Source: an optimization exercise on an open RTL-to-GDS flow (aim: small area, a short achievable clock period and few clock cycles). Production flows keep margins and buffers that such runs may drop. Only simulation tests tie the RTL to the original design; equivalence was not proved. Power figures rest on the tool's default switching activity, not on a simulated workload.

==> run a <==
Design rvga_top, start of the top module:
module rvga_top #()
(
    input logic clk_i
    , input logic rst_i
    , output rvga_word imem_addr_o
    , input rvga_word imem_data_i
    , input logic imem_resp_v_i
    , output logic dmem_r_v_o
    , output logic dmem_w_v_o
    , output rvga_word dmem_addr_o
    , input rvga_word dmem_data_i
    , output rvga_word dmem_data_o
    , output rvga_wmask dmem_wmask_o
    , input logic dmem_resp_v_i
);
export LEC_CHECK = 0
export ABC_CLOCK_PERIOD_IN_PS = 4000
export CAP_MARGIN = 20
export CORE_MARGIN = 2
export CORE_UTILIZATION = 50
export SETUP_SLACK_MARGIN = 5
export SLEW_MARGIN = 20
create_clock -name core_clock -period 9.0 [get_ports {clk_i}]
standard.sh (not shown) runs the stock make flow with config.mk's settings and CLKGATE_MAP_FILE= SYNTH_SCRIPT=/design/flow/synth_recipe.tcl, a recipe that flattens the netlist after the stock synthesis.
==> flow/flow/run.sh <==
#!/bin/bash
set -euo pipefail
bash standard.sh \
  BUFFER_PORTS_ARGS="-buffer_cell sky130_fd_sc_hd__buf_4" \
  MATCH_CELL_FOOTPRINT=0 \
  CTS_ARGS="-sink_clustering_enable -repair_clock_nets -dont_use_dummy_load -sink_clustering_size 26 -sink_clustering_max_diameter 100" \
  finish > standard.log 2>&1
==> run b (differences from run a) <==
==> flow/flow/run.sh (replaced) <==
#!/bin/bash
set -euo pipefail
bash standard.sh \
  BUFFER_PORTS_ARGS="-buffer_cell sky130_fd_sc_hd__buf_4" \
  MATCH_CELL_FOOTPRINT=0 \
  CTS_ARGS="-sink_clustering_enable -repair_clock_nets -dont_use_dummy_load" \
  finish > standard.log 2>&1
==> run c (differences from run a) <==
--- a/flow/design.v
+++ b/flow/design.v
@@ -111,17 +111,16 @@
 rvga_word    e_b;        
 rvga_word    e_imm;      
 logic [31:2] e_seq;      
 logic [31:2] e_tgt;      
 rvga_reg     e_rd;
 logic [2:0]  e_f3;
 logic        e_we;       
 logic        e_ld, e_st, e_br, e_jalr, e_pt;   
-logic        e_npt;      
 logic        e_uns;      
 logic        e_sub;
 logic        e_inv;      
 logic        e_sra;
 logic        r_add, r_lt, r_xor, r_or, r_and, r_sr, r_sl, r_pc4, r_b;
 rvga_word    m_addr;
 rvga_word    m_res;      
 rvga_reg     m_rd;
@@ -188,17 +187,17 @@
       | ({32{r_and}} & (e_a & e_b))
       | ({32{r_sr}}  & sr)
       | ({32{r_sl}}  & sl)
       | ({32{r_pc4}} & {e_seq, 2'b00})
       | ({32{r_b}}   & e_b);
   npc = e_pt ? e_tgt : e_seq;
   mispred = e_br && ((e_f3[2] ? lt : eq) ^ e_inv);
   redir   = mispred || e_jalr;
-  imem_addr_o = {e_npt ? e_seq : e_tgt, 2'b00};
+  imem_addr_o = {npc, 2'b00};
 end
 rvga_word ins;
 logic [4:0] op;
 logic f_lui, f_auipc, f_jal, f_jalr, f_br, f_ld, f_st, f_opi, f_op;
 logic [4:0] f_rs1, f_rs2, f_rd;
 logic [2:0] f3;
 rvga_word imm_i, imm_s, imm_b, imm_u, imm_j, f_aimm, f_bimm, f_auipc_v;
 logic [31:2] tgt_b, tgt_j;
@@ -264,26 +263,25 @@
   if (mstall)       retry = e_seq - {29'd0, e_v};
   else if (mispred) retry = e_pt ? e_seq : e_tgt;
   else if (e_jalr)  retry = addr[31:2];
   else              retry = npc;
 end
 always_ff @(posedge clk_i) begin
   if (rst_i) begin
     e_v <= 1'b0; e_we <= 1'b0; e_ld <= 1'b0; e_st <= 1'b0; e_br <= 1'b0; e_jalr <= 1'b0;
-    e_pt <= 1'b0; e_npt <= 1'b1; e_seq <= '0;
+    e_pt <= 1'b0; e_seq <= '0;
   end else begin
     e_v    <= go;
     e_we   <= go && (f_rd != 5'd0) && (f_alu || f_lui || f_auipc || f_jal || f_jalr || f_ld);
     e_ld   <= go && f_ld;
     e_st   <= go && f_st;
     e_br   <= go && f_br;
     e_jalr <= go && f_jalr;
     e_pt   <= go && (f_jal || (f_br && (ins[31] || f3[0])));
-    e_npt  <= !(go && (f_jal || (f_br && (ins[31] || f3[0]))));
     e_seq  <= go ? npc + 30'd1 : retry;
   end
 end
 always_ff @(posedge clk_i) begin
   e_a    <= rs1_v;
   e_b    <= f_b;
   e_imm  <= f_aimm;
   e_tgt  <= ins[3] ? tgt_j : tgt_b;
==> flow/flow/run.sh (replaced) <==
#!/bin/bash
set -euo pipefail
bash standard.sh BUFFER_PORTS_ARGS="-buffer_cell sky130_fd_sc_hd__buf_4" finish > standard.log 2>&1
- CORE_UTILIZATION: 50 -> 45
- CTS_CLUSTER_SIZE: unset -> 25
==> run notes <==
| quantity | run c | run a | run b |
|---|---|---|---|
| Filler cell count | 12036 | 10802 | 10698 |
| Seq. cell area | 0.0350 sq mm | 0.0350 sq mm | 0.0350 sq mm |
| CP max FO | 14 | 22 | 26 |
| Worst Slack Setup Final | 4.82 ns | 4.80 ns | 4.84 ns |
| M3 GR Usage | 0.196 | 0.195 | 0.217 |
| First drt pass iteration count | 14 | 13 | 13 |
| Pwr Total | 0.0156 W | 0.0130 W | 0.0148 W |
| Design internal power | 0.0107 W | 0.00880 W | 0.0103 W |
| Power in sequential cells | 0.00703 W | 0.00699 W | 0.00700 W |
| Number of logic stages on the critical path including buffering | 10 | 11 | 9 |
| Met2 demand-to-capacity share in global routing | 0.634 | 0.696 | 0.690 |
| Logic pwr share | 0.192 | 0.235 | 0.204 |
| R2r setup slk | 4.91 ns | 4.96 ns | 4.88 ns |
| Simple logic cell fraction of the synthesized area | 0.0993 | 0.102 | 0.102 |
| Count of plain and timing-repair buffers in the layout | 583 | 494 | 481 |
| Outcome | finished clean | finished clean | finished clean |
| Data required time of the worst path | 9.78 ns | 9.60 ns | 9.73 ns |
| Area share of the leading cell type in the synthesized netlist | 0.481 | 0.479 | 0.479 |
| Last weighted congestion value of the routability-driven placer | 1.04 | 1.03 | 1.03 |
| Fin Hold WS | 0.400 ns | 0.404 ns | 0.408 ns |
Testbench counts of run a, summed over its fixed seeds: cycles 149,448.
Testbench counts of run b, summed over its fixed seeds: cycles 149,448.
Testbench counts of run c, summed over its fixed seeds: cycles 149,448.

---

==> run A <==
==> flow/design.v <==
typedef logic [127:0] rvga_cacheline;
typedef logic [31:0] rvga_word;
typedef logic [15:0] rvga_short;
typedef logic [7:0] rvga_byte;
typedef logic [4:0] rvga_reg;
typedef logic unsigned [6:0] rvga_funct7;
typedef logic unsigned [2:0] rvga_funct3;
typedef logic unsigned [3:0] rvga_wmask;
typedef logic unsigned [6:0] rvga_opcode;
typedef enum logic[6:0] {
    e_rvga_opcode_err     = 7'b0000000
    , e_rvga_opcode_lui   = 7'b0110111
    , e_rvga_opcode_auipc = 7'b0010111
    , e_rvga_opcode_jal   = 7'b1101111
    , e_rvga_opcode_jalr  = 7'b1100111
    , e_rvga_opcode_br    = 7'b1100011
    , e_rvga_opcode_ld    = 7'b0000011
    , e_rvga_opcode_st    = 7'b0100011
    , e_rvga_opcode_imm   = 7'b0010011
    , e_rvga_opcode_reg   = 7'b0110011
    , e_rvga_opcode_fence = 7'b0001111
    , e_rvga_opcode_misc  = 7'b1110011
} rvga_opcode_e;
typedef logic[2:0] rvga_inst_type;
typedef enum logic[2:0] {
    e_rvga_inst_type_e = 3'b000
    , e_rvga_inst_type_r = 3'b001
    , e_rvga_inst_type_i = 3'b010
    , e_rvga_inst_type_s = 3'b011
    , e_rvga_inst_type_b = 3'b100
    , e_rvga_inst_type_u = 3'b101
    , e_rvga_inst_type_j = 3'b110
} rvga_inst_type_e;
typedef logic[2:0] rvga_artop;
typedef enum logic[2:0] {
    e_rvga_artop_addsub  = 3'b000
    , e_rvga_artop_sll   = 3'b001 
    , e_rvga_artop_slt   = 3'b010
    , e_rvga_artop_sltu  = 3'b011
    , e_rvga_artop_xor   = 3'b100
    , e_rvga_artop_srx   = 3'b101
    , e_rvga_artop_or    = 3'b110
    , e_rvga_artop_and   = 3'b111
} rvga_artop_e;
typedef logic[2:0] rvga_brop;
typedef enum logic[2:0] {
    e_rvga_brop_beq    = 3'b000
    , e_rvga_brop_bne  = 3'b001
    , e_rvga_brop_blt  = 3'b100
    , e_rvga_brop_bge  = 3'b101
    , e_rvga_brop_bltu = 3'b110
    , e_rvga_brop_bgeu = 3'b111
} rvga_brop_e;
typedef logic[2:0] rvga_ldop;
typedef enum logic[2:0] {
    e_rvga_ldop_lb    = 3'b000
    , e_rvga_ldop_lh  = 3'b001
    , e_rvga_ldop_lw  = 3'b010
    , e_rvga_ldop_lbu = 3'b100
    , e_rvga_ldop_lhu = 3'b101
} rvga_ldop_e;
typedef logic[2:0] rvga_strop;
typedef enum logic[2:0] {
    e_rvga_strop_sb   = 3'b000
    , e_rvga_strop_sh = 3'b001
    , e_rvga_strop_sw = 3'b010
} rvga_strop_e;
typedef struct packed {
  rvga_word pc;
  rvga_opcode opcode;
  rvga_inst_type inst_type;
  rvga_reg rs1;
  rvga_reg rs2;
  rvga_reg rd;
  rvga_funct3 funct3;
  rvga_funct7 funct7;
  logic v;
  logic br_v;
  logic rd_w_v;
  logic imm_v;
  logic dmem_r_v;
  logic dmem_w_v;
  logic addpc_v;
  logic jmp_v;
  logic shift_v;
} rvga_cword;
typedef struct packed {
  rvga_word imm_data;
  rvga_word rs1_data;
  rvga_word rs2_data;
  rvga_word alu_result;
  rvga_word ld_result;
} rvga_dword;
module rvga_top #()
(
    input logic clk_i
    , input logic rst_i
    , output rvga_word imem_addr_o
    , input rvga_word imem_data_i
    , input logic imem_resp_v_i
    , output logic dmem_r_v_o
    , output logic dmem_w_v_o
    , output rvga_word dmem_addr_o
    , input rvga_word dmem_data_i
    , output rvga_word dmem_data_o
    , output rvga_wmask dmem_wmask_o
    , input logic dmem_resp_v_i
);
logic        e_v;        
rvga_word    e_a;        
rvga_word    e_b;        
rvga_word    e_imm;      
logic [31:2] e_seq;      
logic [31:2] e_tgt;      
rvga_reg     e_rd;
logic [2:0]  e_f3;
logic        e_we;       
logic        e_ld, e_st, e_br, e_jalr, e_pt;   
logic        e_uns;      
logic        e_sub;
logic        e_inv;      
logic        e_sra;
logic        r_add, r_lt, r_xor, r_or, r_and, r_sr, r_sl, r_pc4, r_b;
rvga_word    m_addr;
rvga_word    m_res;      
rvga_reg     m_rd;
logic [2:0]  m_f3;
logic        m_we, m_ld, m_st;
logic [31:0][31:0] rfv;   
logic [31:1]       rf_wen;
rvga_word          rf_wdata;
rvga_word          m_wdata;
logic              mstall;
assign rfv[0] = '0;
for (genvar i = 1; i < 32; i++) begin : g_rf
  logic [31:0] q;
  always_ff @(posedge clk_i) begin
    if (rf_wen[i]) q <= rf_wdata;
  end
  assign rfv[i] = q;
end
always_comb begin
  for (int i = 1; i < 32; i++) begin
    rf_wen[i] = rst_i || (m_we && (m_rd == 5'(i)));
  end
  rf_wdata = rst_i ? '0 : m_wdata;
end
function automatic rvga_word rf_read(input logic [4:0] s, input logic [31:0][31:0] v);
  rf_read = '0;
  for (int j = 1; j < 32; j++) rf_read = rf_read | ({32{s == 5'(j)}} & v[j]);
endfunction
rvga_word ld;
logic     sgn;
always_comb begin
  mstall = m_ld && !dmem_resp_v_i;
  sgn = !m_f3[2] && (m_f3[0] ? dmem_data_i[15] : dmem_data_i[7]);
  ld[7:0]   = dmem_data_i[7:0];
  ld[15:8]  = (m_f3[1:0] == 2'b00) ? {8{sgn}} : dmem_data_i[15:8];
  ld[31:16] = m_f3[1] ? dmem_data_i[31:16] : {16{sgn}};
  m_wdata = m_ld ? ld : m_res;
  dmem_r_v_o   = m_ld;
  dmem_w_v_o   = m_st;
  dmem_addr_o  = m_addr;
  dmem_data_o  = m_res;
  dmem_wmask_o = {m_f3[1], m_f3[1], m_f3[1] | m_f3[0], 1'b1};
end
rvga_word    bx, sum, sr, sl, addr, res;
logic [31:2] npc, retry;
logic        eq, lt, mispred, redir;
logic        fill;
function automatic rvga_word rev32(input rvga_word x);
  for (int k = 0; k < 32; k++) rev32[k] = x[31-k];
endfunction
always_comb begin
  bx    = e_b ^ {32{e_sub}};
  sum   = e_a + bx + {31'b0, e_sub};
  lt    = {e_a[31] ^ !e_uns, e_a[30:0]} < {e_b[31] ^ !e_uns, e_b[30:0]};
  eq    = (e_a == e_b);
  fill = e_sra && e_a[31];
  sr   = 32'($signed({fill, r_sl ? rev32(e_a) : e_a}) >>> e_b[4:0]);
  sl   = rev32(sr);
  addr = e_a + e_imm;
  res = ({32{r_add}} & sum)
      | ({32{r_lt}}  & {31'b0, lt})
      | ({32{r_xor}} & (e_a ^ e_b))
      | ({32{r_or}}  & (e_a | e_b))
      | ({32{r_and}} & (e_a & e_b))
      | ({32{r_sr}}  & sr)
      | ({32{r_sl}}  & sl)
      | ({32{r_pc4}} & {e_seq, 2'b00})
      | ({32{r_b}}   & e_b);
  npc = e_pt ? e_tgt : e_seq;
  mispred = e_br && ((e_f3[2] ? lt : eq) ^ e_inv);
  redir   = mispred || e_jalr;
  imem_addr_o = {npc, 2'b00};
end
rvga_word ins;
logic [4:0] op;
logic f_lui, f_auipc, f_jal, f_jalr, f_br, f_ld, f_st, f_opi, f_op;
logic [4:0] f_rs1, f_rs2, f_rd;
logic [2:0] f3;
rvga_word imm_i, imm_s, imm_b, imm_u, imm_j, f_aimm, f_bimm, f_auipc_v;
logic [31:2] tgt_b, tgt_j;
logic [12:2] tb_lo;
logic [20:2] tj_lo;
logic [31:13] npc_hi_b_inc, npc_hi_b_dec;
logic [31:21] npc_hi_j_inc, npc_hi_j_dec;
logic cb, cj;
rvga_word rs1_rf, rs2_rf, rs1_v, rs2_v, f_b;
logic fwde1, fwde2, fwdm1, fwdm2, f_b_imm, f_use1, f_use2, loaduse, go;
logic f_alu;
always_comb begin
  ins = imem_data_i;
  op = ins[6:2];
  f_lui   = (op == 5'b01101);
  f_auipc = (op == 5'b00101);
  f_jal   = (op == 5'b11011);
  f_jalr  = (op == 5'b11001);
  f_br    = (op == 5'b11000);
  f_ld    = (op == 5'b00000);
  f_st    = (op == 5'b01000);
  f_opi   = (op == 5'b00100);
  f_op    = (op == 5'b01100);
  f_alu   = f_opi || f_op;
  f_rs1 = ins[19:15];
  f_rs2 = ins[24:20];
  f_rd  = ins[11:7];
  f3    = ins[14:12];
  f_use1 = !(f_lui || f_auipc || f_jal);
  f_use2 = f_op || f_br || f_st;
  imm_i = {{20{ins[31]}}, ins[31:20]};
  imm_s = {{20{ins[31]}}, ins[31:25], ins[11:7]};
  imm_b = {{19{ins[31]}}, ins[31], ins[7], ins[30:25], ins[11:8], 1'b0};
  imm_u = {ins[31:12], 12'b0};
  imm_j = {{11{ins[31]}}, ins[31], ins[19:12], ins[20], ins[30:21], 1'b0};
  f_aimm = f_st ? imm_s : imm_i;                               
  {cb, tb_lo} = {1'b0, npc[12:2]} + {1'b0, imm_b[12:2]};
  npc_hi_b_inc = npc[31:13] + 19'd1;
  npc_hi_b_dec = npc[31:13] - 19'd1;
  tgt_b = {({19{cb == ins[31]}} & npc[31:13]) | ({19{cb && !ins[31]}} & npc_hi_b_inc)
           | ({19{!cb && ins[31]}} & npc_hi_b_dec), tb_lo};
  {cj, tj_lo} = {1'b0, npc[20:2]} + {1'b0, imm_j[20:2]};
  npc_hi_j_inc = npc[31:21] + 11'd1;
  npc_hi_j_dec = npc[31:21] - 11'd1;
  tgt_j = {({11{cj == ins[31]}} & npc[31:21]) | ({11{cj && !ins[31]}} & npc_hi_j_inc)
           | ({11{!cj && ins[31]}} & npc_hi_j_dec), tj_lo};
  f_auipc_v = {npc[31:12] + ins[31:12], npc[11:2], 2'b00};    
  if (f_auipc)    f_bimm = f_auipc_v;                         
  else if (f_lui) f_bimm = imm_u;
  else            f_bimm = imm_i;
  f_b_imm = f_opi || f_lui || f_auipc;
  rs1_rf = rf_read(f_rs1, rfv);
  rs2_rf = rf_read(f_rs2, rfv);
  fwde1 = e_we && (e_rd == f_rs1);
  fwde2 = e_we && (e_rd == f_rs2);
  fwdm1 = m_we && (m_rd == f_rs1);
  fwdm2 = m_we && (m_rd == f_rs2);
  rs1_v = fwde1 ? res : (fwdm1 ? m_wdata : rs1_rf);
  rs2_v = fwde2 ? res : (fwdm2 ? m_wdata : rs2_rf);
  f_b = f_b_imm ? f_bimm : rs2_v;
  loaduse = e_ld && ((fwde1 && f_use1) || (fwde2 && f_use2));
  go = imem_resp_v_i && !mstall && !redir && !loaduse;
  if (mstall)       retry = e_seq - {29'd0, e_v};
  else if (mispred) retry = e_pt ? e_seq : e_tgt;
  else if (e_jalr)  retry = addr[31:2];
  else              retry = npc;
end
always_ff @(posedge clk_i) begin
  if (rst_i) begin
    e_v <= 1'b0; e_we <= 1'b0; e_ld <= 1'b0; e_st <= 1'b0; e_br <= 1'b0; e_jalr <= 1'b0;
    e_pt <= 1'b0; e_seq <= '0;
  end else begin
    e_v    <= go;
    e_we   <= go && (f_rd != 5'd0) && (f_alu || f_lui || f_auipc || f_jal || f_jalr || f_ld);
    e_ld   <= go && f_ld;
    e_st   <= go && f_st;
    e_br   <= go && f_br;
    e_jalr <= go && f_jalr;
    e_pt   <= go && (f_jal || (f_br && (ins[31] || f3[0])));
    e_seq  <= go ? npc + 30'd1 : retry;
  end
end
always_ff @(posedge clk_i) begin
  e_a    <= rs1_v;
  e_b    <= f_b;
  e_imm  <= f_aimm;
  e_tgt  <= ins[3] ? tgt_j : tgt_b;
  e_rd   <= f_rd;
  e_f3   <= f3;
  e_uns  <= f_br ? f3[1] : f3[0];
  e_sub  <= f_op && (f3 == 3'b000) && ins[30];
  e_inv  <= f3[0] ^ (ins[31] || f3[0]);
  e_sra  <= ins[30];
  r_add  <= f_alu && (f3 == 3'b000);
  r_lt   <= f_alu && (f3[2:1] == 2'b01);
  r_xor  <= f_alu && (f3 == 3'b100);
  r_or   <= f_alu && (f3 == 3'b110);
  r_and  <= f_alu && (f3 == 3'b111);
  r_sr   <= f_alu && (f3 == 3'b101);
  r_sl   <= f_alu && (f3 == 3'b001);
  r_pc4  <= f_jal || f_jalr;
  r_b    <= f_lui || f_auipc || f_st;
end
always_ff @(posedge clk_i) begin
  if (rst_i) begin
    m_we <= 1'b0; m_ld <= 1'b0; m_st <= 1'b0;
  end else if (!mstall) begin
    m_we <= e_we;
    m_ld <= e_ld;
    m_st <= e_st;
  end
end
always_ff @(posedge clk_i) begin
  if (!mstall) begin
    m_addr <= addr;
    m_rd   <= e_rd;
    m_f3   <= e_f3;
  end
  m_res <= res;
end
endmodule
==> flow/run.sh <==
#!/bin/bash
# synth_recipe.tcl (not shown) runs the flow's synth.tcl, then flattens the netlist and writes it again
# the make line also repeats each setting of config.mk as NAME=value (left out here)
make -C /OpenROAD-flow-scripts/flow DESIGN_CONFIG=/design/flow/config.mk WORK_HOME=/design/flow/orfs CLKGATE_MAP_FILE= SYNTH_SCRIPT=/design/flow/synth_recipe.tcl finish
==> flow/config.mk <==
export PLATFORM = sky130hd
export DESIGN_NAME = rvga_top
export DESIGN_NICKNAME = rvga_top
export VERILOG_FILES = /design/flow/design.v
export SDC_FILE = /design/flow/constraint.sdc
export NUM_CORES = 4
export LEC_CHECK = 0
export ABC_CLOCK_PERIOD_IN_PS = 4000
export CAP_MARGIN = 20
export CORE_MARGIN = 2
export CORE_UTILIZATION = 45
export SETUP_SLACK_MARGIN = 5
export SLEW_MARGIN = 20
==> flow/constraint.sdc <==
create_clock -name core_clock -period 9.0 [get_ports {clk_i}]
set_input_delay 1.8000 -clock core_clock [delete_from_list [all_inputs] [get_ports {clk_i}]]
set_output_delay 1.8000 -clock core_clock [all_outputs]
set_load 0.01 [all_outputs]
==> run E (differences from run A) <==
--- a/flow/design.v
+++ b/flow/design.v
@@ -117,4 +117,5 @@
 logic        e_we;       
 logic        e_ld, e_st, e_br, e_jalr, e_pt;   
+logic        e_npt;      
 logic        e_uns;      
 logic        e_sub;
@@ -193,5 +194,5 @@
   mispred = e_br && ((e_f3[2] ? lt : eq) ^ e_inv);
   redir   = mispred || e_jalr;
-  imem_addr_o = {npc, 2'b00};
+  imem_addr_o = {e_npt ? e_seq : e_tgt, 2'b00};
 end
 rvga_word ins;
@@ -269,5 +270,5 @@
   if (rst_i) begin
     e_v <= 1'b0; e_we <= 1'b0; e_ld <= 1'b0; e_st <= 1'b0; e_br <= 1'b0; e_jalr <= 1'b0;
-    e_pt <= 1'b0; e_seq <= '0;
+    e_pt <= 1'b0; e_npt <= 1'b1; e_seq <= '0;
   end else begin
     e_v    <= go;
@@ -278,4 +279,5 @@
     e_jalr <= go && f_jalr;
     e_pt   <= go && (f_jal || (f_br && (ins[31] || f3[0])));
+    e_npt  <= !(go && (f_jal || (f_br && (ins[31] || f3[0]))));
     e_seq  <= go ? npc + 30'd1 : retry;
   end
==> flow/flow/run.sh (new file) <==
#!/bin/bash
set -euo pipefail
bash standard.sh BUFFER_PORTS_ARGS="-buffer_cell sky130_fd_sc_hd__buf_4" finish > standard.log 2>&1
==> flow/standard.sh (new file) <==
#!/bin/bash
# synth_recipe.tcl (not shown) runs the flow's synth.tcl, then flattens the netlist and writes it again
# the make line also repeats each setting of config.mk as NAME=value (left out here)
make -C /OpenROAD-flow-scripts/flow DESIGN_CONFIG=/design/flow/config.mk WORK_HOME=/design/flow/orfs CLKGATE_MAP_FILE= SYNTH_SCRIPT=/design/flow/synth_recipe.tcl "${@:-finish}"
--- a/flow/config.mk
+++ b/flow/config.mk
@@ -10,4 +10,5 @@
 export CORE_MARGIN = 2
 export CORE_UTILIZATION = 45
+export CTS_CLUSTER_SIZE = 25
 export SETUP_SLACK_MARGIN = 5
 export SLEW_MARGIN = 20
removed: flow/run.sh
==> comparison table <==
Tightest slew margin relative to the limit: run E 10.54%; run A 10.23%
Antenna violations before repair: run E 14; run A 19
Multi-input combinational cell count: run E 3932; run A 3839
Inverters excl. clock: run E 175; run A 168
Status: run E finished clean; run A finished clean
Hold Worst Slack: run E 402.2 ps; run A 405.4 ps
Number of well taps: run E 1903; run A 1890
Clock network fraction of design power: run E 36.7%; run A 36.5%
Die span in y: run E 383.3 µm; run A 382.3 µm
Average cell area after synthesis: run E 11.28 µm²; run A 11.45 µm²
Clk_skew: run E 39.95 ps; run A 53.05 ps
Maximum number of pins on one net before global-route repair: run E 56; run A 57
Hold Startpoint: run E e_f3[1]; run A e_f3[0]
Stages on worst setup path: run E 11; run A 10
Global Route met1 Usage: run E 52.14%; run A 52.09%
WL/cell: run E 41.61 µm; run A 42.35 µm
Placed cell count: run E 7633; run A 7514
Count of mapped cells out of synthesis: run E 5741; run A 5625
Antenna diode count: run E 8; run A 13
GR met2 Demand/Resource: run E 62.17%; run A 63.71%
Portion of the clock cycle consumed by the worst path in the final layout: run E 47.23%; run A 46.68%
Flip-flop and latch area: run E 35060 µm²; run A 35030 µm²
Number of clock sinks: run E 1231; run A 1230
Synth Area in Compound Gates: run E 21.64%; run A 21.89%
Comb pwr share: run E 19.3%; run A 19.2%
Synth Cell Area: run E 64740 µm²; run A 64380 µm²
Count of sequential standard cells: run E 1231; run A 1230
Testbench counts of run A, summed over its fixed seeds: cycles 149,448.
Testbench counts of run E, summed over its fixed seeds: cycles 149,448.

-- port drivers added, routing unchanged --
In the flow no input, the clock included, has a driving cell. The finished layouts below were timed again as built, in two steps. Step 1 (the two cells are an assumption about what drives the block):
set clk [get_ports {clk_i}]
set_driving_cell -lib_cell sky130_fd_sc_hd__clkbuf_16 $clk
set_driving_cell -lib_cell sky130_fd_sc_hd__buf_2 [delete_from_list [all_inputs] $clk]
Step 2 moves the port delays by t, midway between the first and last clock arrival at a register: inputs arrive t later, outputs are due t later. That takes back most of the time a late clock gives input paths. Three values: ideal ports, drivers, drivers and shift; two values: the first two.
run | t (ns) | setup WS [ns] | hold slack, ns | worst setup path at the end | latest minus earliest clock arrival (ns)
run a of note 1 | 0.798 | 4.801 / 4.732 / 3.933 | 0.404 / 0.404 / 0.404 | input to register | 0.142 / 0.143
run b of note 1 | 0.839 | 4.836 / 4.797 / 3.958 | 0.408 / 0.408 / 0.408 | input to register | 0.093 / 0.093
run c of note 1 | 0.895 | 4.824 / 4.791 / 3.982 | 0.400 / 0.400 / 0.400 | input to register | 0.073 / 0.073
run A of note 2 | 0.883 | 4.799 / 4.846 / 3.963 | 0.405 / 0.405 / 0.405 | input to register | 0.055 / 0.055
run E of note 2 | 0.878 | 4.749 / 4.793 / 3.915 | 0.402 / 0.402 / 0.402 | input to register | 0.044 / 0.044
After both steps every run listed still meets setup and hold. For run b of note 1, which loses most, drivers alone change the setup slack by -0.039 ns; drivers and shift together by -0.878 ns.
